This design comes from an exercise in tuning for small area on the open sky130 flow, not from production work.
In this exercise RTL edits were held to simulation tests only and were not proved equivalent to the original.

==> flow/design.v (excerpt) <==
module esaxi ( 
   wr_access, wr_packet, rd_access, rd_packet, rr_wait, s_axi_arready,
   s_axi_awready, s_axi_bid, s_axi_bresp, s_axi_bvalid, s_axi_rid,
   s_axi_rdata, s_axi_rlast, s_axi_rresp, s_axi_rvalid, s_axi_wready,
   wr_wait, rd_wait, rr_access, rr_packet, s_axi_aclk, s_axi_aresetn,
   s_axi_arid, s_axi_araddr, s_axi_arburst, s_axi_arcache,
   s_axi_arlock, s_axi_arlen, s_axi_arprot, s_axi_arqos, s_axi_arsize,
   s_axi_arvalid, s_axi_awid, s_axi_awaddr, s_axi_awburst,
   s_axi_awcache, s_axi_awlock, s_axi_awlen, s_axi_awprot,
   s_axi_awqos, s_axi_awsize, s_axi_awvalid, s_axi_bready,
   s_axi_rready, s_axi_wid, s_axi_wdata, s_axi_wlast, s_axi_wstrb,
   s_axi_wvalid
   );
Size: roughly 990 cells after synthesis, about 230 flip-flops, about 9800 um^2 of cells after synthesis.
==> flow/config.mk <==
export PLATFORM = sky130hd
export DESIGN_NAME = esaxi
export DESIGN_NICKNAME = esaxi
export VERILOG_FILES = /design/flow/design.v
export SDC_FILE = /design/flow/constraint.sdc
export NUM_CORES = 4
export LEC_CHECK = 0
export CAP_MARGIN = 20
export CORE_MARGIN = 2
export CORE_UTILIZATION = 40
export SLEW_MARGIN = 20
==> flow/constraint.sdc <==
create_clock -name core_clock -period 10.0 [get_ports {s_axi_aclk}]
set_input_delay 2.0000 -clock core_clock [delete_from_list [all_inputs] [get_ports {s_axi_aclk}]]
set_output_delay 2.0000 -clock core_clock [all_outputs]
set_load 0.01 [all_outputs]
standard.sh (not shown) runs the stock make flow with config.mk's settings and CLKGATE_MAP_FILE= SYNTH_SCRIPT=/design/flow/synth_recipe.tcl, a recipe that flattens the netlist after the stock synthesis.
==> flow/flow/run.sh <==
#!/bin/bash
# Standard ORFS layout (bash standard.sh) with three changes to how the layout is made:
#  - port buffers use the smallest buffer cell (buf_1) instead of the default choice;
#  - constant outputs share tie cells (at most TIE_FANOUT ports per tie cell);
#  - the clock tree uses clkbuf_4 buffers and no dummy loads.
set -euo pipefail
here=$(pwd)
export BUFFER_PORTS_ARGS="-buffer_cell sky130_fd_sc_hd__buf_1"
export SKIP_REPAIR_TIE_FANOUT=1
export POST_FLOORPLAN_TCL="$here/flow/ties.tcl"
export TIE_FANOUT=${TIE_FANOUT:-16}
export CTS_ARGS="-sink_clustering_enable -repair_clock_nets -buf_list sky130_fd_sc_hd__clkbuf_4 -dont_use_dummy_load"
bash standard.sh finish > standard_flow.log 2>&1
==> flow/flow/ties.tcl <==
# Run after floorplan with SKIP_REPAIR_TIE_FANOUT=1: split the single tie cells
# that synthesis made so that each drives at most TIE_FANOUT loads.
foreach tie_var {TIELO_CELL_AND_PORT TIEHI_CELL_AND_PORT} {
  set tie_cell_name [lindex $::env($tie_var) 0]
  set tie_lib_name [get_name [get_property [lindex [get_lib_cell $tie_cell_name] 0] library]]
  set tie_pin $tie_lib_name/$tie_cell_name/[lindex $::env($tie_var) 1]
  repair_tie_fanout -separation $::env(TIE_SEPARATION) -max_fanout $::env(TIE_FANOUT) $tie_pin
}
The starting point died in I/O pin placement (3_2_place_iop).
Next try:
--- a/flow/design.v
+++ b/flow/design.v
@@ -161,29 +161,27 @@
 	  pre_wr_en <= w_fire;
 	  wr_access <= pre_wr_en;
        end
    assign s_axi_bid   = axi_bid;
    assign s_axi_bresp = 2'b00;
    reg [31:2] 	      wr_addr;
    reg [1:0] 	      wr_size;
    reg 		      wr_incr;
    always @(posedge s_axi_aclk)
-     begin
-	if (aw_fire)
-	  axi_bid <= s_axi_awid;
-	if (s_axi_awready)
-	  begin
-	     wr_size <= s_axi_awsize[1:0];
-	     wr_incr <= (s_axi_awburst == 2'b01);
-	  end
-	wr_addr <= s_axi_awready ? s_axi_awaddr[31:2] :
-		   wr_addr + {29'd0, wr_access & wr_incr};
-     end
+     if (s_axi_awready)
+       begin
+	  axi_bid <= aw_fire ? s_axi_awid : axi_bid;
+	  wr_addr <= s_axi_awaddr[31:2];
+	  wr_size <= s_axi_awsize[1:0];
+	  wr_incr <= (s_axi_awburst == 2'b01);
+       end
+     else if (wr_access & wr_incr)
+       wr_addr <= wr_addr + 30'd1;
    reg [31:0] 	      wr_data_reg, wr_data;
    reg [1:0] 	      wr_lane_reg, wr_lane;
    always @(posedge s_axi_aclk)
      begin
 	if (s_axi_wstrb[0])
 	  begin
 	     wr_data_reg <= s_axi_wdata;
 	     wr_lane_reg <= 2'd0;
 	  end
@@ -232,47 +230,46 @@
 	  else if (s_axi_arvalid)
 	    s_axi_arready <= 1'b0;
 	  if (ar_fire)
 	    read_active <= 1'b1;
 	  else if (last_rd_beat)
 	    read_active <= 1'b0;
 	  rd_next   <= ar_fire | (r_fire & ~s_axi_rlast);
 	  rd_access <= rd_next;
        end
-   wire 	      rd_incr = r_fire & (s_axi_arburst == 2'b01);
    always @(posedge s_axi_aclk)
-     begin
-	if (s_axi_arready)
-	  begin
-	     rd_size   <= s_axi_arsize[1:0];
-	     s_axi_rid <= s_axi_arid;
-	  end
-	rd_addr[31:2] <= s_axi_arready ? s_axi_araddr[31:2] :
-			 rd_addr[31:2] + {29'd0, rd_incr};
-	rd_addr[1:0]  <= s_axi_arready ? s_axi_araddr[1:0] :
-			 rd_addr[1:0] & {2{~rd_incr}};
-	rd_len        <= s_axi_arready ? s_axi_arlen :
-			 rd_len - {7'd0, r_fire};
-     end
+     if (s_axi_arready)
+       begin
+	  rd_addr   <= s_axi_araddr;
+	  rd_size   <= s_axi_arsize[1:0];
+	  rd_len    <= s_axi_arlen;
+	  s_axi_rid <= s_axi_arid;
+       end
+     else if (r_fire)
+       begin
+	  rd_len <= rd_len - 8'd1;
+	  if (s_axi_arburst == 2'b01)
+	    rd_addr <= {rd_addr[31:2] + 30'd1, 2'b00};
+       end
    assign s_axi_rlast = ~(|rd_len);
    emesh2packet e2p_rd (
 		     .packet_out	(rd_packet[PW-1:0]),
 		     .write_out		(1'b0),
 		     .datamode_out	(rd_size[1:0]),
 		     .ctrlmode_out	(5'b0),
 		     .dstaddr_out	(rd_addr[AW-1:0]),
 		     .data_out		(32'b0),
 		     .srcaddr_out	(RETURN_ADDR)
 		     );
    wire [DW-1:0]      rr_data;
    reg 		      tmo_armed;
    reg 		      tmo_expired;
-   reg [16:0] 	      tmo_count;
+   reg [15:0] 	      tmo_count;
    packet2emesh p2e_rr (
 			  .write_in		(),
 			  .datamode_in		(),
 			  .ctrlmode_in		(),
 			  .dstaddr_in		(),
 			  .data_in		(rr_data[DW-1:0]),
 			  .srcaddr_in		(),
 			  .packet_in		(rr_packet[PW-1:0])
 			  );
@@ -291,28 +288,28 @@
        begin
 	  rresp_err <= tmo_expired;
 	  case (rd_size)
 	    2'b00:   s_axi_rdata <= {4{rr_return_data[7:0]}};
 	    2'b01:   s_axi_rdata <= {2{rr_return_data[15:0]}};
 	    default: s_axi_rdata <= rr_return_data;
 	  endcase
        end
    assign s_axi_rresp = {rresp_err, 1'b0};
-   wire tmo_zero = &tmo_count;
+   wire tmo_zero = ~(|tmo_count);
    always @(posedge s_axi_aclk)
      if (~s_axi_aresetn)
        begin
 	  tmo_armed   <= 1'b0;
 	  tmo_expired <= 1'b0;
        end
      else
        begin
 	  tmo_armed   <= tmo_armed ? (~rr_access & ~tmo_zero) :
 			 (~tmo_expired & ar_fire);
 	  tmo_expired <= tmo_armed & ~rr_access & tmo_zero;
        end
    always @(posedge s_axi_aclk)
      if (tmo_armed)
-       tmo_count <= {tmo_count[15:0], tmo_count[16] ^ tmo_count[13]};
+       tmo_count <= tmo_count - 16'd1;
      else
-       tmo_count <= 17'h001FC;
+       tmo_count <= 16'hFFFF;
 endmodule  
Now the flow produced a clean layout.
Synthesized area climbs by a little under a tenth.
Synthesized cell count climbs slightly.

[static timing again, ports no longer ideal]
The results above use ideal ports. As a check the final layout listed here was re-extracted and re-timed, cells and wires unchanged.
Step 1 assumes that a clkbuf_16 drives the clock port and a buf_2 every other input.
Step 2 also shifts input and output timing later by t, the mid clock arrival at the registers, as if the neighbouring blocks saw the same clock.
Three values: ideal ports, drivers, drivers and shift; two values: the first two.
run: the second run
t, ns: 0.690
slack for setup (ns): 5.959 / 5.918 / 6.593
hold slack, ns: 0.299 / 0.299 / 0.299
latest minus earliest clock arrival (ns): 0.080 / 0.080
worst slew at a driven data input, ns: 0.09
After both steps setup and hold are still met in the second run. For the second run, drivers alone change the setup slack by -0.041 ns; drivers and shift together by +0.634 ns.
